Source: an optimization exercise on an open RTL-to-GDS flow (aim: small area, a short achievable clock period and few clock cycles). Production flows keep margins and buffers that such runs may drop. Only simulation tests tie the RTL to the original design; equivalence was not proved.

## RV32ICore
module RV32ICore(
    input         CPU_CLK,
    input         CPU_RST,
    output [31:0] imem_addr,
    input  [31:0] imem_rdata,
    output        dmem_rd,
    output [3:0]  dmem_wstrb,
    output [31:0] dmem_addr,
    output [31:0] dmem_wdata,
    input  [31:0] dmem_rdata,
    input         dmem_wait
    );
    wire clk = CPU_CLK;
    wire rst = CPU_RST;
    reg  [31:0] pc_f;
    reg  [31:0] pc_r, pc_d;
    reg         v_r, pt_r, v_d, pt_d, rhold;
    reg  [31:0] rbuf, ir;
    reg         bp_v;
    reg  [31:0] bp_tag, bp_tgt;
    reg         e_valid, e_pt, e_ptf;
    reg  [31:0] e_pc, e_a, e_b, e_x;
    reg  [4:0]  e_rd;
    reg         e_we, e_load, e_store, e_br, e_jal, e_jalr, e_csr;
    reg         e_off4, e_off8, e_off12, e_bwd;
    reg  [2:0]  e_f3;
    reg         e_sub, e_left, e_arith;
    reg         r_add, r_slt, r_sltu, r_xor, r_or, r_and, r_sh, r_link;
    reg  [3:0]  e_csr_a;
    reg         c_eq, c_ne, c_lt, c_ge, c_ltu, c_geu;
    reg         m_we, m_rdreq, m_load;
    reg  [3:0]  m_wstrb;
    reg  [31:0] m_res, m_wdata, m_pc4;
    reg         m_csr_we;
    reg  [3:0]  m_csr_a;
    reg  [4:0]  m_rd;
    reg  [2:0]  m_f3;
    reg         w_we, w_load;
    reg  [4:0]  w_rd;
    reg  [31:0] w_res;
    reg  [2:0]  w_f3;
    reg  [31:0] rf [1:31];
    reg  [31:1] rf_v;
    reg  [31:0] csr [0:15];
    reg  [15:0] csr_v;
    wire stall_m = (m_rdreq | (|m_wstrb)) & dmem_wait;
    wire redirect;
    wire [31:0] redirect_pc;
    wire luse;
    wire skip1, skip2;
    wire id_redir;
    wire [31:0] d_tgt, d_btgt;
    assign imem_addr = pc_f;
    wire bp_hit = bp_v & (pc_f == bp_tag);
    wire [31:0] inst_r = rhold ? rbuf : imem_rdata;
    always @(posedge clk) begin
        if (~rhold) rbuf <= imem_rdata;
        if (~luse) begin
  ...
Size: ~7,500 cells after synthesis, about 170 I/O pins, ~0.095 mm^2 of cells after synthesis.
==> flow/config.mk <==
export PLATFORM = sky130hd
export DESIGN_NAME = RV32ICore
export DESIGN_NICKNAME = RV32ICore
export VERILOG_FILES = /design/flow/design.v
export SDC_FILE = /design/flow/constraint.sdc
export NUM_CORES = 4
export LEC_CHECK = 0
export CAP_MARGIN = 20
export CELL_PAD_IN_SITES_DETAIL_PLACEMENT = 1
export CELL_PAD_IN_SITES_GLOBAL_PLACEMENT = 2
export CORE_MARGIN = 2
export CORE_UTILIZATION = 30
export CTS_BUF_LIST = sky130_fd_sc_hd__clkbuf_8 sky130_fd_sc_hd__clkbuf_16
export SLEW_MARGIN = 20
==> flow/constraint.sdc <==
create_clock -name core_clock -period 12.0 [get_ports {CPU_CLK}]
set_input_delay 2.4000 -clock core_clock [delete_from_list [all_inputs] [get_ports {CPU_CLK}]]
set_output_delay 2.4000 -clock core_clock [all_outputs]
set_load 0.01 [all_outputs]
standard.sh (not shown) runs the stock make flow with config.mk's settings and CLKGATE_MAP_FILE= SYNTH_SCRIPT=/design/flow/synth_recipe.tcl, a recipe that flattens the netlist after the stock synthesis.
==> flow/flow/run.sh <==
#!/bin/bash
# The standard layout (the standard.sh: standard synthesis, floorplan,
# place, CTS, route, finish) with a larger setup margin for ORFS's
# repair_timing, so that timing repair keeps working below the period.
# Clock, constraints and every other setting are the standard flow's.
set -euo pipefail
bash standard.sh SETUP_SLACK_MARGIN=8 finish > standard_flow.log 2>&1
Testbench counts at the start, summed over its fixed seeds: cycles 30,850.
==> next run, changes <==
- CELL_PAD_IN_SITES_DETAIL_PLACEMENT: 1 -> 0
- CELL_PAD_IN_SITES_GLOBAL_PLACEMENT: 2 -> 1
- CORE_UTILIZATION: 30 -> 50
What happened: The new run finished with timing, DRC and antenna clean; die area falls by about 40%; via count hardly moves; clock skew grows by 0.010 ns; synthesized area stays the same; maximum frequency is about the same; setup slack degrades by 0.0061 ns; count of clock-buffer cells in the layout fell by 2; design area is lower by 3.0%; cell count came out lower by 14%; routed wire length came out lower by 12%; critical path depth fell by 7.

-- what the ideal ports hide --
The flow's constraints put no driver on any port. The routed layouts listed below were extracted and timed again, unchanged, in two steps. Step 1 (the two cells are an assumption about what drives the block):
set clk [get_ports {CPU_CLK}]
set_driving_cell -lib_cell sky130_fd_sc_hd__clkbuf_16 $clk
set_driving_cell -lib_cell sky130_fd_sc_hd__buf_2 [delete_from_list [all_inputs] $clk]
Step 2 also shifts input and output timing later by t, the mid clock arrival at the registers, as if the neighbouring blocks saw the same clock. Slacks: no drivers / after step 1 / after step 2; pairs: no drivers / after step 1.
| run | t, ns | setup WS [ns] | hold WS [ns] | clock arrival spread, ns | worst data-port slew with drivers (ns) |
|---|---|---|---|---|---|
| the first run | 1.036 | 7.671 / 7.671 / 7.054 | 0.349 / 0.349 / 0.349 | 0.092 / 0.092 | 0.09 |
| the second run | 0.962 | 7.665 / 7.665 / 6.955 | 0.351 / 0.351 / 0.351 | 0.095 / 0.095 | 0.09 |
After both steps setup and hold are still met in every run listed. The setup slack of the second run, which loses most, moves by 0.000 ns with the drivers and by -0.710 ns with both steps.
